This design comes from an exercise in tuning for small area on the open sky130 flow, not from production work. In this exercise RTL edits were held to simulation tests only and were not proved equivalent to the original. No run shown here takes its clock network from TritonCTS; it comes from the design's own scripts or RTL. No driver is modelled on the clock port, so clock power and skew are understated where the tree is cut down; a real chip needs a root buffer or a tree. Power is estimated from default activity; no workload was simulated.

$ cat config.mk
export PLATFORM = sky130hd
export DESIGN_NAME = clock
export DESIGN_NICKNAME = clock
export VERILOG_FILES = /design/flow/design.v
export SDC_FILE = /design/flow/constraint.sdc
export NUM_CORES = 4
export LEC_CHECK = 0
export CAP_MARGIN = 20
export CORE_MARGIN = 2
export CORE_UTILIZATION = 70
export PLACE_DENSITY = 0.85
export SLEW_MARGIN = 20
$ cat constraint.sdc
create_clock -name core_clock -period 10.0 [get_ports {clk}]
set_input_delay 2.0000 -clock core_clock [delete_from_list [all_inputs] [get_ports {clk}]]
set_output_delay 2.0000 -clock core_clock [all_outputs]
set_load 0.01 [all_outputs]
$ cat design.v
module clock(
input wire[0:1] sw,
input clk,
input clr,
input seth,
input setm,
output wire[3:0] an,
output wire[6:0] atog,
output wire[3:0] secondLow,
output wire[3:0] secondHigh
);
reg [9:0] c;
wire step = c[9] & c[8] & c[7] & c[6] & c[5] & c[3];
wire [9:0] ct;    
assign ct[0] = 1'b1;
genvar gi;
generate for (gi = 1; gi < 10; gi = gi + 1) begin : g_ct
	assign ct[gi] = ct[gi-1] & c[gi-1];
end endgenerate
wire [9:0] c_nx = (c ^ ct) & ~({10{step}} & 10'b1111101001);
reg [3:0] psl_r;
reg [2:0] psh_r;
wire [3:0] psl = psl_r ^ 4'b1001;
wire [2:0] psh = psh_r ^ 3'b101;
reg showp, ones;
reg [3:0] ml, cl;      
reg [2:0] mh, ch;      
reg [7:0] hour, hourc;
reg [3:0] dml;         
reg [2:0] dmh;         
reg [4:0] dh;          
wire sel = sw[1];
wire h12 = sw[0];
function [3:0] inc10;
	input [3:0] q;
	input en;
	begin
		inc10[0] = q[0] ^ en;
		inc10[1] = q[1] ^ (en & q[0] & ~q[3]);
		inc10[2] = q[2] ^ (en & q[0] & q[1]);
		inc10[3] = q[3] ^ (en & q[0] & (q[3] | (q[1] & q[2])));
	end
endfunction
function [2:0] inc6;
	input [2:0] q;
	input en;
	begin
		inc6[0] = q[0] ^ en;
		inc6[1] = q[1] ^ (en & q[0] & ~q[2]);
		inc6[2] = q[2] ^ (en & q[0] & (q[2] | q[1]));
	end
endfunction
function [7:0] inch;
	input [7:0] q;
	input en;
	input wrap;
	reg [7:0] t;
	integer k;
	begin
		t[0] = en;
		for (k = 1; k < 8; k = k + 1)
			t[k] = t[k-1] & q[k-1];
		inch = (q ^ t) & ~({8{en & wrap}} & 8'b00011100);    
	end
endfunction
wire psl9 = psl[0] & psl[3];
wire ps58 = psh[2] & psh[0] & psl[3] & ~psl[0];    
wire ml9 = ml[0] & ml[3];
wire cl9 = cl[0] & cl[3];
wire m59 = mh[2] & mh[0] & ml9;
wire wraph  = (hour[7:5] == 3'd0)  & (h12 ? (hour[4:0] == 5'd11)  : (hour[4:0] == 5'd23));
wire wraphc = (hourc[7:5] == 3'd0) & (h12 ? (hourc[4:0] == 5'd11) : (hourc[4:0] == 5'd23));
wire mroll = ps58;                         
wire hbut  = seth & ~sel;
wire mbut  = setm & ~sel;
wire mzero = hbut & wraph & ~mroll;
wire minc  = (mroll | mbut) & ~mzero;
wire hinc  = ((mbut | mroll) & m59) | hbut;
wire [4:0] hs = sel ? hourc[4:0] : hour[4:0];
wire hz = sel ? (hourc[7:5] == 3'd0) : (hour[7:5] == 3'd0);
wire [3:0] msl = sel ? cl : ml;
wire [2:0] msh = sel ? ch : mh;
wire hok = hz & ~(hs[4] & (h12 ? (hs[3] | hs[2]) : (hs[3] & hs[2] & hs[1])));
wire blink = ~(mh[2] | mh[1] | mh[0] | ml[3] | ml[2] | ml[1] | ml[0]) |
             ((hourc == hour) & (mh == ch) & (ml == cl));
wire slz = ~ones & (~showp | (psl == 4'd0));
always @(posedge clk or posedge clr)
begin
	if (clr) begin
		c <= 0;
		psl_r <= 4'd0; psh_r <= 3'd0;
		showp <= 0; ones <= 0;
		ml <= 0; mh <= 0; cl <= 0; ch <= 0;
		hour <= 0; hourc <= 0;
		dml <= 0; dmh <= 0; dh <= 0;
	end else begin
		c <= c_nx;
		psl_r <= inc10(psl, step) ^ 4'b1001;
		psh_r <= inc6(psh, step & psl9) ^ 3'b101;
		if (step) begin
			showp <= ~blink;
			ones <= blink & slz;
		end
		if (step & mzero) begin
			ml <= 0; mh <= 0;
		end else begin
			ml <= inc10(ml, step & minc);
			mh <= inc6(mh, step & minc & ml9);
		end
		hour <= inch(hour, step & hinc, wraph);
		cl <= inc10(cl, step & setm & sel);
		ch <= inc6(ch, step & setm & sel & cl9);
		hourc <= inch(hourc, step & seth & sel, wraphc);
		if (step) begin
			dml <= msl; dmh <= msh;
		end
		if (step & hok) begin
			dh <= hs[4:0];
		end
	end
end
assign secondLow  = {4{showp}} & psl | {4{ones}};
assign secondHigh = {ones, {3{showp}} & psh | {3{ones}}};
wire [1:0] s = c[5:4];
assign an = ~(4'b0001 << s);
reg [1:0] dhh;
reg [2:0] dhl3;
always @(*) begin
	case (dh[4:1])
		4'd0:  {dhh, dhl3} = {2'd0, 3'd0};
		4'd1:  {dhh, dhl3} = {2'd0, 3'd1};
		4'd2:  {dhh, dhl3} = {2'd0, 3'd2};
		4'd3:  {dhh, dhl3} = {2'd0, 3'd3};
		4'd4:  {dhh, dhl3} = {2'd0, 3'd4};
		4'd5:  {dhh, dhl3} = {2'd1, 3'd0};
		4'd6:  {dhh, dhl3} = {2'd1, 3'd1};
		4'd7:  {dhh, dhl3} = {2'd1, 3'd2};
		4'd8:  {dhh, dhl3} = {2'd1, 3'd3};
		4'd9:  {dhh, dhl3} = {2'd1, 3'd4};
		4'd10: {dhh, dhl3} = {2'd2, 3'd0};
		4'd11: {dhh, dhl3} = {2'd2, 3'd1};
		4'd12: {dhh, dhl3} = {2'd2, 3'd2};
		4'd13: {dhh, dhl3} = {2'd2, 3'd3};
		4'd14: {dhh, dhl3} = {2'd2, 3'd4};
		default: {dhh, dhl3} = {2'd3, 3'd0};
	endcase
end
wire [3:0] dhl = {dhl3, dh[0]};
wire [3:0] digit = (s == 2'd0) ? dml : (s == 2'd1) ? {1'b0, dmh} : (s == 2'd2) ? dhl : {2'b00, dhh};
wire A = digit[3], B = digit[2], C = digit[1], D = digit[0];
wire sa = A | C | (B & D) | (~B & ~D);
wire sb = ~B | (~C & ~D) | (C & D);
wire sc = B | ~C | D;
wire sd = (~B & ~D) | (C & ~B) | (B & ~C & D) | (C & ~D) | A;
wire se = (~B & ~D) | (C & ~D);
wire sf = A | (~C & ~D) | (B & ~C) | (B & ~D);
wire sg = A | (B & ~C) | (C & ~B) | (C & ~D);
assign atog = ~{sa, sb, sc, sd, se, sf, sg};
endmodule
$ cat flow/run.sh
#!/bin/bash
# Layout flow: the standard ORFS flow with
#  - the standard synthesis script (registers mapped exactly as there), but no
#    full-adder extraction and area-oriented ABC runs: the logic is mapped with 24
#    ABC scripts (two mapping recipes after &deepsyn with 12 seeds each) and the
#    smallest result is kept,
#  - minimum-size port buffers,
#  - a clock tree of four clkbuf_8, each driving the flip-flops of one quadrant
#    (flow/manual_cts.tcl), in place of TritonCTS.
set -euo pipefail
W=$PWD
F=$W/flow
LIB=$FLOW_HOME/platforms/sky130hd/lib/sky130_fd_sc_hd__tt_025C_1v80.lib
# the ABC scripts
mkdir -p $W/abc
for S in 1 2 3 4 5 6 7 8 9 10 11 12; do
  printf '&get -n\n&st\n&deepsyn -T 10 -S %d\n&dch -f\n&nf -p -F 10 -A 10 -R 1000 -C 32\n&put\ntopo\n' $S > $W/abc/abc_d$S.script
  printf '&get -n\n&st\n&deepsyn -T 10 -S %d\n&dch -f -C 32\n&nf -p -F 10 -A 10 -R 1000 -C 32 -E 50\n&put\ntopo\n' $S > $W/abc/abc_e$S.script
done
# synthesis script: the standard flow's own, with ABC run once per script and the smallest mapping kept
{
  cat <<'EOT'
proc abc {args} {
  set i [lsearch $args -script]
  set best_area 1e18
  yosys design -save pre_abc
  foreach s [lsort [glob $::env(MY_ABC_DIR)/abc*.script]] {
    yosys design -load pre_abc
    set a $args
    lset a [expr {$i+1}] $s
    yosys abc {*}$a
    set st [yosys tee -q -s result.string stat -liberty $::env(MY_LIB)]
    regexp {Chip area for module '\\clock': ([0-9.]+)} $st -> area
    puts "ABCTRY $s $area"
    if {$area < $best_area} { set best_area $area; yosys design -save best_abc }
  }
  puts "ABCBEST $best_area"
  yosys design -load best_abc
}
EOT
  cat $W/synth_recipe.tcl
} > $W/synth_area.tcl

export MY_ABC_DIR=$W/abc MY_LIB=$LIB
make -C $FLOW_HOME DESIGN_CONFIG=$FLOW_CONFIG WORK_HOME=$W/orfs CLKGATE_MAP_FILE= \
  SYNTH_SCRIPT=$W/synth_area.tcl ADDER_MAP_FILE= \
  "BUFFER_PORTS_ARGS=-buffer_cell sky130_fd_sc_hd__buf_1" \
  PRE_CTS_TCL=$F/manual_cts.tcl MCTS_CELL=sky130_fd_sc_hd__clkbuf_8 MCTS_NBUF=4 MCTS_NX=2 \
  finish > $W/make.log 2>&1

R=$W/orfs/results/sky130hd/clock/base
: # left out here: write the final layout as DEF
$ cat flow/manual_cts.tcl
# Manual clock tree: the clock port drives NBUF clock buffers (cell CLKCELL), each
# driving the flip-flops nearest to it (split by x coordinate).
proc manual_clock_tree {} {
  set cell [expr {[info exists ::env(MCTS_CELL)] ? $::env(MCTS_CELL) : "sky130_fd_sc_hd__clkbuf_16"}]
  set nbuf [expr {[info exists ::env(MCTS_NBUF)] ? $::env(MCTS_NBUF) : 1}]
  set block [ord::get_db_block]
  set master [[ord::get_db] findMaster $cell]
  set clknet [$block findNet clk]
  set sinks {}
  foreach it [$clknet getITerms] {
    set inst [$it getInst]
    set b [$inst getBBox]
    lappend sinks [list $it [expr {([$b xMin] + [$b xMax]) / 2}] [expr {([$b yMin] + [$b yMax]) / 2}]]
  }
  # groups: split by x into NX columns, each column by y into NY rows
  set nx [expr {[info exists ::env(MCTS_NX)] ? $::env(MCTS_NX) : 1}]
  set ny [expr {$nbuf / $nx}]
  set sinks [lsort -integer -index 1 $sinks]
  set n [llength $sinks]
  set groups {}
  for {set i 0} {$i < $nx} {incr i} {
    set col [lsort -integer -index 2 [lrange $sinks [expr {$i * $n / $nx}] [expr {($i + 1) * $n / $nx - 1}]]]
    set m [llength $col]
    for {set j 0} {$j < $ny} {incr j} {
      lappend groups [lrange $col [expr {$j * $m / $ny}] [expr {($j + 1) * $m / $ny - 1}]]
    }
  }
  set k 0
  foreach grp $groups {
    set buf [odb::dbInst_create $block $master "clkbuf_m_$k"]
    set net [odb::dbNet_create $block "clknet_m_$k"]
    $net setSigType CLOCK
    set sx 0; set sy 0
    foreach s $grp {
      set it [lindex $s 0]
      $it disconnect
      $it connect $net
      incr sx [lindex $s 1]; incr sy [lindex $s 2]
    }
    [$buf findITerm A] connect $clknet
    [$buf findITerm X] connect $net
    set g [llength $grp]
    $buf setLocation [expr {$sx / $g}] [expr {$sy / $g}]
    $buf setPlacementStatus PLACED
    incr k
  }
  set_propagated_clock [all_clocks]
}
# replace TritonCTS for this run: the cts step calls clock_tree_synthesis after this file is sourced
rename clock_tree_synthesis triton_clock_tree_synthesis
proc clock_tree_synthesis {args} { manual_clock_tree }
$ cat standard.sh
#!/bin/bash
# synth_recipe.tcl (not shown) runs the flow's synth.tcl, then flattens the netlist and writes it again
# the make line also repeats each setting of config.mk as NAME=value (left out here)
make -C /OpenROAD-flow-scripts/flow DESIGN_CONFIG=/design/flow/config.mk WORK_HOME=/design/flow/orfs CLKGATE_MAP_FILE= SYNTH_SCRIPT=/design/flow/synth_recipe.tcl "${@:-finish}"
==> impl_metrics.py, run 1 <==
metrics = {
    "logic_synthesis": {
        "synthesis.nets": 336,
        "syn_avg_cell_area_sq_um": 9.11,
        "synthDistinctLibCells": 38,
        "synth-main-ff-cell": "dfrtp_1",
        "seq_area_frac_synth_pct": 50.8,
        "yosys_register_bits": 61,
        "synth_edf_count": 0,
        "syn_inst": 330,
        "synthArstFlopShare_pct": 100,
        "syn-cell-area_sq_um": 3010,
        "ys_warn_count": 1,
    },
    "sta": {
        "max_freq_ghz": 0.229,
        "period_share_pct": 43.7,
        "finalSetupViolCount": 0,
        "slew-limit-headroom_pct": 42.6,
        "tightest_slew_ns": 0.854,
        "period_minus_slack_ns": 4.37,
        "final_max_slew_viol_count": 0,
        "hold_viol_final": 0,
        "rsz0062_at_grt": "no",
        "worst_clock_skew_ns": 0.00797,
        "fin_tns_setup_ns": 0,
    },
    "clock_tree": {
        "clk_pin_slew_ns": 0.09,
        "cts_resized": 0,
        "cts_hold_buf": 0,
        "clock_latency_ns": 0.15,
        "cts_setup_buffers": 0,
    },
    "route": {
        "wl_met1_um": 2990,
        "routed.top_layer": "met4",
        "num_vias": 2573,
        "wl_met2_um": 3140,
        "post-route-drc-count": 0,
        "wl_met3_um": 410,
        "antenna_left": 0,
        "first_pass_iters": 4,
        "wire_per_inst_um": 16.2,
        "drt_iter0_drc": 227,
        "vias_per_cell": 6.29,
        "wirelength_um": 6640,
    },
    "grt": {
        "grt_pass1_wl_um": 11600,
        "gr-total-overflow": 0,
        "grt_pass1_vias": 2404,
        "grtUsageTotal_pct": 28.8,
        "antenna_found_initial": 0,
        "grt_max_degree": 62,
    },
    "pwr": {
        "power_frac_clock_pct": 26.7,
        "p_int_uw": 286,
        "pwr-share-comb_pct": 2.7,
        "p_sw_share_pct": 18.5,
        "peakVddDrop_mv": 0.123,
        "p_switching_uw": 65.0,
        "p_leak_uw": 0.00140,
        "pwr_density_cell_nw_per_um2": 109,
        "power_frac_seq_pct": 70.6,
    },
    "die": {
        "start_util_pct": 74.1,
        "die_height_um": 69.5,
        "die-area_sq_um": 4830,
        "die_w_um": 69.5,
        "num_rows": 23,
        "ios": 25,
        "core-area_sq_um": 4060,
    },
    "worst_hold_path": {
        "hold_depth": 1,
        "hold_path.class": "flop to flop",
    },
    "layout": {
        "num-nets-final": 367,
        "drive_gt1_share_pct": 1.95,
        "antennaDiodeCount": 0,
        "design_area_sq_um": 3220,
        "area_growth_pct": 7.16,
    },
    "worst_setup_path": {
        "r2r_setup_slack_ns": 6.91,
        "cp.buffers_inverters": 2,
        "path_depth": 11,
        "cp_top_family": "compound AO/OA/AOI/OAI gates",
        "crit_type": "flop to output port",
        "cp-start-kind": "flop",
        "end_kind": "output port",
        "crit_required_ns": 8.00,
        "cp_max_fo": 4,
        "crit_path_max_incr_delay_ns": 0.39,
        "r2r_cells": 10,
        "cp_common_cell": "nor2_1",
        "cp_slowest_cell": "dfrtp_1",
        "path_cells": "clkinv_1, nor2_1, o21ai_0, o21a_1, a31oi_1, o221ai_1, nor2_1, xor2_1, nor2_1, nor3_1, buf_1",
        "worstPathArrival_ns": 2.37,
    },
    "flow_run": {
        "drv_cap": 0,
    },
    "placement": {
        "dpl.hpwl_um": 5040,
        "port_buffers": 24,
        "placed_area_sq_um": 3170,
        "place.gp.congestion": 0.924,
    },
    "run_status": {
        "outcome": "finished clean",
    },
}
logic make-up after synthesis:
| family | after synthesis | share of synthesized area (%) |
|---|---|---|
| buf+inv | 28 | 3.62 |
| flops | 61 | 50.8 |
| simple gates | 134 | 21.7 |
| mux | 3 | 1.04 |
| compound gates | 84 | 17.0 |
| xor+xnor | 20 | 5.83 |
registers in the layout, summed over array words and instances (netlist names):
register,cells
dml,4
hour,8
cl,4
ch,3
psl_r,4
hourc,8
dh,5
showp,1
ml,4
mh,3
c,10
dmh,3
psh_r,3
ones,1
worst reg2reg max path, delay by kind of cell (launching register included):
kind               cells  cell delay (ns)
and+or+nand+nor        8             2.24
AOI/OAI and AO/OA      2             0.32
DFF                    1             0.43
layout by cell type (no fill, tap or decap), types with 4 or more instances in the layout:
cell type  Yosys  final
a221oi_1       6      6
nand3_1        8      8
buf_1          0     24
nand4_1        4      4
and3_1         8      8
nor2b_1        7      7
nor3_1        20     20
and2_0         6      6
clkinv_1      27     26
dfrtp_1       61     61
xnor2_1       15     15
nor2_1        41     41
a31oi_1        6      6
nand2_1       25     25
nor3b_1        5      5
xor2_1         5      5
a21oi_1       33     33
o22ai_1       15     15
o21ai_0       10     10
clkbuf_8       0      4
Yosys cell counts, types with 7 or more instances:
cell type  count  share of area [%]
a21oi_1       33                5.5
and3_1         8                1.7
clkinv_1      27                3.4
dfrtp_1       61                 51
nand2_1       25                3.1
nand3_1        8                1.3
nor2_1        41                5.1
nor2b_1        7                1.5
nor3_1        20                3.3
o21ai_0       10                1.7
o22ai_1       15                3.1
xnor2_1       15                4.4
power by group through the flow:
stage | sequential [uW] | combinational [uW] | clock (uW)
floorplan | 252 | 5.87 | 0
global placement | 253 | 9.54 | 0
detailed placement | 253 | 9.75 | 0
CTS | 248 | 9.83 | 96.6
global route | 248 | 11.2 | 106
finish | 248 | 9.55 | 93.6
worst paths after layout:
kind                                           to               start
min in group asynchronous        ones$_DFFE_PP0N_                 clr
worst max register to register  hour[6]$_DFF_PP0_  psh_r[2]$_DFF_PP0_
worst min register to register     c[1]$_DFF_PP0_      c[1]$_DFF_PP0_
worst max-delay path                      atog[0]   dh[3]$_DFFE_PP0P_
worst min-delay path               c[1]$_DFF_PP0_      c[1]$_DFF_PP0_
max in group asynchronous       hour[4]$_DFF_PP0_                 clr
stage by stage:
stage               std cells  setup WS (ns)  hold WS, ns  utilization [%]  total power, uW
floorplan                 330           6.07        0.447                -              258
detailed placement        405           5.58        0.471             78.0              262
global placement          405           5.74        0.458             78.0              262
CTS                       409           5.63        0.488             79.4              354
global route              409           5.27        0.532             79.4              365
finish                    409           5.63        0.486             79.4              351
per-layer routing:
| metal | up-vias | GRT usage (%) |
|---|---|---|
| met5 | - | 0 |
| met4 | 0 | 3.70 |
| met3 | 10 | 1.74 |
| met2 | 100 | 45.8 |
| met1 | 1223 | 45.7 |
| li1 | 1240 | - |
cell type report:
type / instances / area, sq um
repair buffers: 26 / 105
well taps: 50 / 62.6
plain buffers: 4 / 55.1
inverters: 27 / 101
multi-input cells: 241 / 1370
fillers: 288 / 837
flip-flops and latches: 61 / 1530
==> inputs of run 2 (changes only) <==
--- a/design.v
+++ b/design.v
@@ -31,2 +31,3 @@
 reg [4:0] dh;          
+reg shown;             
 wire sel = sw[1];
@@ -94,3 +95,3 @@
 		hour <= 0; hourc <= 0;
-		dml <= 0; dmh <= 0; dh <= 0;
+		shown <= 0;
 	end else begin
@@ -113,9 +114,16 @@
 		hourc <= inch(hourc, step & seth & sel, wraphc);
-		if (step) begin
-			dml <= msl; dmh <= msh;
-		end
-		if (step & hok) begin
-			dh <= hs[4:0];
-		end
+		if (step)
+			shown <= 1;
 	end
+end
+wire ldm_c = step & sel;
+wire ldm_m = step & ~sel;
+wire ldh = step & hok;
+wire ldh_c = ldh & sel;
+wire ldh_m = ldh & ~sel;
+always @(posedge clk)
+begin
+	dml <= ({4{ldm_c}} & cl) | ({4{ldm_m}} & ml) | ({4{~step}} & dml);
+	dmh <= ({3{ldm_c}} & ch) | ({3{ldm_m}} & mh) | ({3{~step}} & dmh);
+	dh <= ({5{ldh_c}} & hourc[4:0]) | ({5{ldh_m}} & hour[4:0]) | ({5{~ldh}} & dh);
 end
@@ -125,26 +133,34 @@
 assign an = ~(4'b0001 << s);
-reg [1:0] dhh;
-reg [2:0] dhl3;
-always @(*) begin
-	case (dh[4:1])
-		4'd0:  {dhh, dhl3} = {2'd0, 3'd0};
-		4'd1:  {dhh, dhl3} = {2'd0, 3'd1};
-		4'd2:  {dhh, dhl3} = {2'd0, 3'd2};
-		4'd3:  {dhh, dhl3} = {2'd0, 3'd3};
-		4'd4:  {dhh, dhl3} = {2'd0, 3'd4};
-		4'd5:  {dhh, dhl3} = {2'd1, 3'd0};
-		4'd6:  {dhh, dhl3} = {2'd1, 3'd1};
-		4'd7:  {dhh, dhl3} = {2'd1, 3'd2};
-		4'd8:  {dhh, dhl3} = {2'd1, 3'd3};
-		4'd9:  {dhh, dhl3} = {2'd1, 3'd4};
-		4'd10: {dhh, dhl3} = {2'd2, 3'd0};
-		4'd11: {dhh, dhl3} = {2'd2, 3'd1};
-		4'd12: {dhh, dhl3} = {2'd2, 3'd2};
-		4'd13: {dhh, dhl3} = {2'd2, 3'd3};
-		4'd14: {dhh, dhl3} = {2'd2, 3'd4};
-		default: {dhh, dhl3} = {2'd3, 3'd0};
-	endcase
-end
+wire [3:0] dv = dh[4:1];
+wire [1:0] dhh;    
+wire [2:0] dhl3;   
+assign dhl3[0] = (~dv[3] & ~dv[2] & ~dv[1] & dv[0]) |
+	(~dv[3] & ~dv[2] & dv[1] & dv[0]) |
+	(~dv[3] & dv[2] & dv[1] & ~dv[0]) |
+	(dv[3] & ~dv[2] & ~dv[1] & ~dv[0]) |
+	(dv[3] & ~dv[2] & dv[1] & dv[0]) |
+	(dv[3] & dv[2] & ~dv[1] & dv[0]);
+assign dhl3[1] = (~dv[3] & ~dv[2] & dv[1] & ~dv[0]) |
+	(~dv[3] & ~dv[2] & dv[1] & dv[0]) |
+	(~dv[3] & dv[2] & dv[1] & dv[0]) |
+	(dv[3] & ~dv[2] & ~dv[1] & ~dv[0]) |
+	(dv[3] & dv[2] & ~dv[1] & ~dv[0]) |
+	(dv[3] & dv[2] & ~dv[1] & dv[0]);
+assign dhl3[2] = (~dv[3] & dv[2] & ~dv[1] & ~dv[0]) |
+	(dv[3] & ~dv[2] & ~dv[1] & dv[0]) |
+	(dv[3] & dv[2] & dv[1] & ~dv[0]);
+assign dhh[0] = (~dv[3] & dv[2] & ~dv[1] & dv[0]) |
+	(~dv[3] & dv[2] & dv[1] & ~dv[0]) |
+	(~dv[3] & dv[2] & dv[1] & dv[0]) |
+	(dv[3] & ~dv[2] & ~dv[1] & ~dv[0]) |
+	(dv[3] & ~dv[2] & ~dv[1] & dv[0]) |
+	(dv[3] & dv[2] & dv[1] & dv[0]);
+assign dhh[1] = (dv[3] & ~dv[2] & dv[1] & ~dv[0]) |
+	(dv[3] & ~dv[2] & dv[1] & dv[0]) |
+	(dv[3] & dv[2] & ~dv[1] & ~dv[0]) |
+	(dv[3] & dv[2] & ~dv[1] & dv[0]) |
+	(dv[3] & dv[2] & dv[1] & ~dv[0]) |
+	(dv[3] & dv[2] & dv[1] & dv[0]);
 wire [3:0] dhl = {dhl3, dh[0]};
-wire [3:0] digit = (s == 2'd0) ? dml : (s == 2'd1) ? {1'b0, dmh} : (s == 2'd2) ? dhl : {2'b00, dhh};
+wire [3:0] digit = ~shown ? 4'd0 : (s == 2'd0) ? dml : (s == 2'd1) ? {1'b0, dmh} : (s == 2'd2) ? dhl : {2'b00, dhh};
 wire A = digit[3], B = digit[2], C = digit[1], D = digit[0];
==> run 2 against run 1 <==
  * Still clean on timing, DRC and antenna
  * Core utilization fell by 0.12 points
  * Clock power rose by 5.0%
  * Routed wire length fell by 3.2%
  * Highest routed layer unchanged
==> impl_metrics.py, run 2 <==
metrics = {
    "clock_tree": {
        "clk_pin_slew_ns": 0.10,
        "cts_hold_buf": 0,
        "cts_resized": 0,
        "clock_latency_ns": 0.16,
        "cts_setup_buffers": 0,
    },
    "sta": {
        "rsz0062_at_grt": "no",
        "period_minus_slack_ns": 4.45,
        "max_freq_ghz": 0.225,
        "slew-limit-headroom_pct": 42.0,
        "finalSetupViolCount": 0,
        "fin_tns_setup_ns": 0,
        "period_share_pct": 44.5,
        "hold_viol_final": 0,
        "tightest_slew_ns": 0.871,
        "worst_clock_skew_ns": 0.00885,
        "final_max_slew_viol_count": 0,
    },
    "logic_synthesis": {
        "syn_avg_cell_area_sq_um": 9.14,
        "synth-main-ff-cell": "dfrtp_1",
        "yosys.area.top_type": "dfrtp_1",
        "synth_most_common_cell": "dfrtp_1",
        "synth_area_leaders": "dfrtp_1 42%, dfxtp_1 8.0%, a21oi_1 4.5%",
        "synthArstFlopShare_pct": 80.6,
        "ys_warn_count": 1,
        "syn_inst": 328,
        "synthesis.nets": 334,
        "yosys_register_bits": 62,
        "yosysTopAreaCellShare_pct": 41.7,
        "syn-cell-area_sq_um": 3000,
        "seq_area_frac_synth_pct": 49.7,
        "synthDistinctLibCells": 41,
        "synthTopCellsByCount": "50 x dfrtp_1, 36 x nor2_1, 27 x a21oi_1",
        "synth_edf_count": 0,
    },
    "layout": {
        "biggestRegsByFlops": "c x10, hour x8, hourc x8",
        "fin_util_pct": 79.2,
        "regMostFlops": "c",
        "area_growth_pct": 7.22,
        "drive_gt1_share_pct": 1.96,
        "antennaDiodeCount": 0,
        "design_area_sq_um": 3220,
        "final_cell_mix": "50 x dfrtp_1, 36 x nor2_1, 27 x a21oi_1, 26 x nand2_1, 24 x buf_1",
        "num-nets-final": 365,
        "largest_reg_flops": 10,
        "final_common_cell": "dfrtp_1",
    },
    "die": {
        "die_height_um": 69.5,
        "start_util_pct": 73.9,
        "die-area_sq_um": 4820,
        "ios": 25,
        "core-area_sq_um": 4060,
        "num_rows": 23,
        "die_w_um": 69.5,
    },
    "worst_setup_path": {
        "end_kind": "output port",
        "cp-start-kind": "flop",
        "worstPathArrival_ns": 2.45,
        "crit_type": "flop to output port",
        "crit_required_ns": 8.00,
        "cp_max_fo": 4,
    },
    "grt": {
        "antenna_found_initial": 0,
        "gr-total-overflow": 0,
        "grtUsageTotal_pct": 27.4,
        "grt_max_degree": 51,
        "use_met1_pct": 41.2,
        "use_met3_pct": 2.62,
        "grt_pass1_wl_um": 11200,
        "grt-busiest-layer": "met2",
        "grtUsageMet2_pct": 44.4,
        "grt_pass1_vias": 2459,
    },
    "route": {
        "vias_per_cell": 6.27,
        "drt_iter0_drc": 223,
        "post-route-drc-count": 0,
        "antenna_left": 0,
        "num_vias": 2553,
        "wire_per_inst_um": 15.8,
        "first_pass_iters": 5,
        "wirelength_um": 6430,
    },
    "run_status": {
        "outcome": "finished clean",
    },
    "pwr": {
        "pwr_density_cell_nw_per_um2": 112,
        "peakVddDrop_mv": 0.108,
        "p_leak_uw": 0.00142,
    },
    "placement": {
        "placed_area_sq_um": 3160,
        "place.gp.congestion": 0.968,
        "port_buffers": 24,
        "dpl.hpwl_um": 4740,
    },
    "flow_run": {
        "drv_cap": 0,
    },
    "worst_hold_path": {
        "hold_path.class": "flop to flop",
    },
}
==> run 2: logic make-up (layout without fill, tap and decap cells) <==
group           Yosys count  after routing  share of synthesized area, %
compound gates           83             83                          17.3
buf+inv                  23             52                          3.00
flops                    62             62                          49.7
xor+xnor                 21             21                          6.13
simple gates            134            134                          22.1
mux                       5              5                          1.75
==> run 2: routing by layer <==
| metal | share of wire [%] | vias to the layer above |
|---|---|---|
| li1 | - | 1242 |
| met1 | 47 | 1200 |
| met2 | 46 | 100 |
| met3 | 7.0 | 11 |
| met4 | 0.79 | 0 |
| met5 | 0 | - |
==> run 2: report_power, final <==
part | internal, uW | switching [uW]
Clock | 37.0 | 61.2
Sequential | 251 | 1.68
Combinational | 2.85 | 7.75
==> run 2: worst max-delay path, stage by stage (launching register included) <==
cell      delay (ns)
dfxtp_1         0.36
nor2b_1         0.19
nor2_1          0.06
nor2_1          0.14
a21oi_1         0.09
o32ai_1         0.45
a21boi_0        0.23
nor2b_1         0.20
nor3b_1         0.27
and2_0          0.16
buf_1           0.14
==> run 2: final timing paths <==
| check | slack [ns] | cells past startpoint | end | startpoint |
|---|---|---|---|---|
| worst max-delay path | 5.55 | 10 | atog[6] | dh[2]$_DFF_P_ |
| worst min-delay path | 0.48 | 2 | dh[0]$_DFF_P_ | dh[0]$_DFF_P_ |
| worst max register to register | 6.80 | 9 | hour[6]$_DFF_PP0_ | c[5]$_DFF_PP0_ |
| worst min register to register | 0.48 | 2 | dh[0]$_DFF_P_ | dh[0]$_DFF_P_ |
| max in group asynchronous | 7.52 | 2 | ch[2]$_DFF_PP0_ | clr |
| min in group asynchronous | 1.95 | 2 | c[6]$_DFF_PP0_ | clr |
==> run 2: cell type report <==
| type | instances | area (sq um) |
|---|---|---|
| flip-flops and latches | 62 | 1490 |
| multi-input cells | 243 | 1420 |
| fillers | 305 | 842 |
| repair buffers | 26 | 105 |
| inverters | 22 | 83.8 |
| well taps | 50 | 62.6 |
| plain buffers | 4 | 55.1 |
==> run 2: through the flow <==
step / power [uW] / std cells / setup WS, ns / hold slack [ns]
final: 361 / 407 / 5.55 / 0.475
after global routing: 372 / 407 / 5.22 / 0.532
after CTS: 362 / 407 / 5.56 / 0.481
after detailed placement: 268 / 403 / 5.59 / 0.457
after global placement: 268 / 403 / 5.79 / 0.454
after floorplan: 264 / 328 / 5.81 / 0.426

## separate check: timing with driven ports
In the flow no input, the clock included, has a driving cell. The finished layouts below were timed again as built, in two steps. Step 1: set_driving_cell puts a clkbuf_16 on clk and a buf_2 on each other input, an assumption about the parent block. Step 2 adds t to the input delays and takes it off the output delays; t is the mean of the earliest and latest rising clock arrival at the registers after step 1. Input paths then give back, and output paths get back, about the clock's delay inside the block. Three values: ideal, step 1, step 2; two values: the first two.
| run | t (ns) | setup WS [ns] | slew at the worst register clock pin (ns) |
|---|---|---|---|
| run 1 | 0.207 | 5.631 / 5.572 / 5.527 | 0.09 / 0.09 |
| run 2 | 0.208 | 5.555 / 5.497 / 5.548 | 0.10 / 0.10 |
After both steps every run listed still meets setup and hold. The setup slack of run 1, which loses most, moves by -0.059 ns with the drivers and by -0.104 ns with both steps.
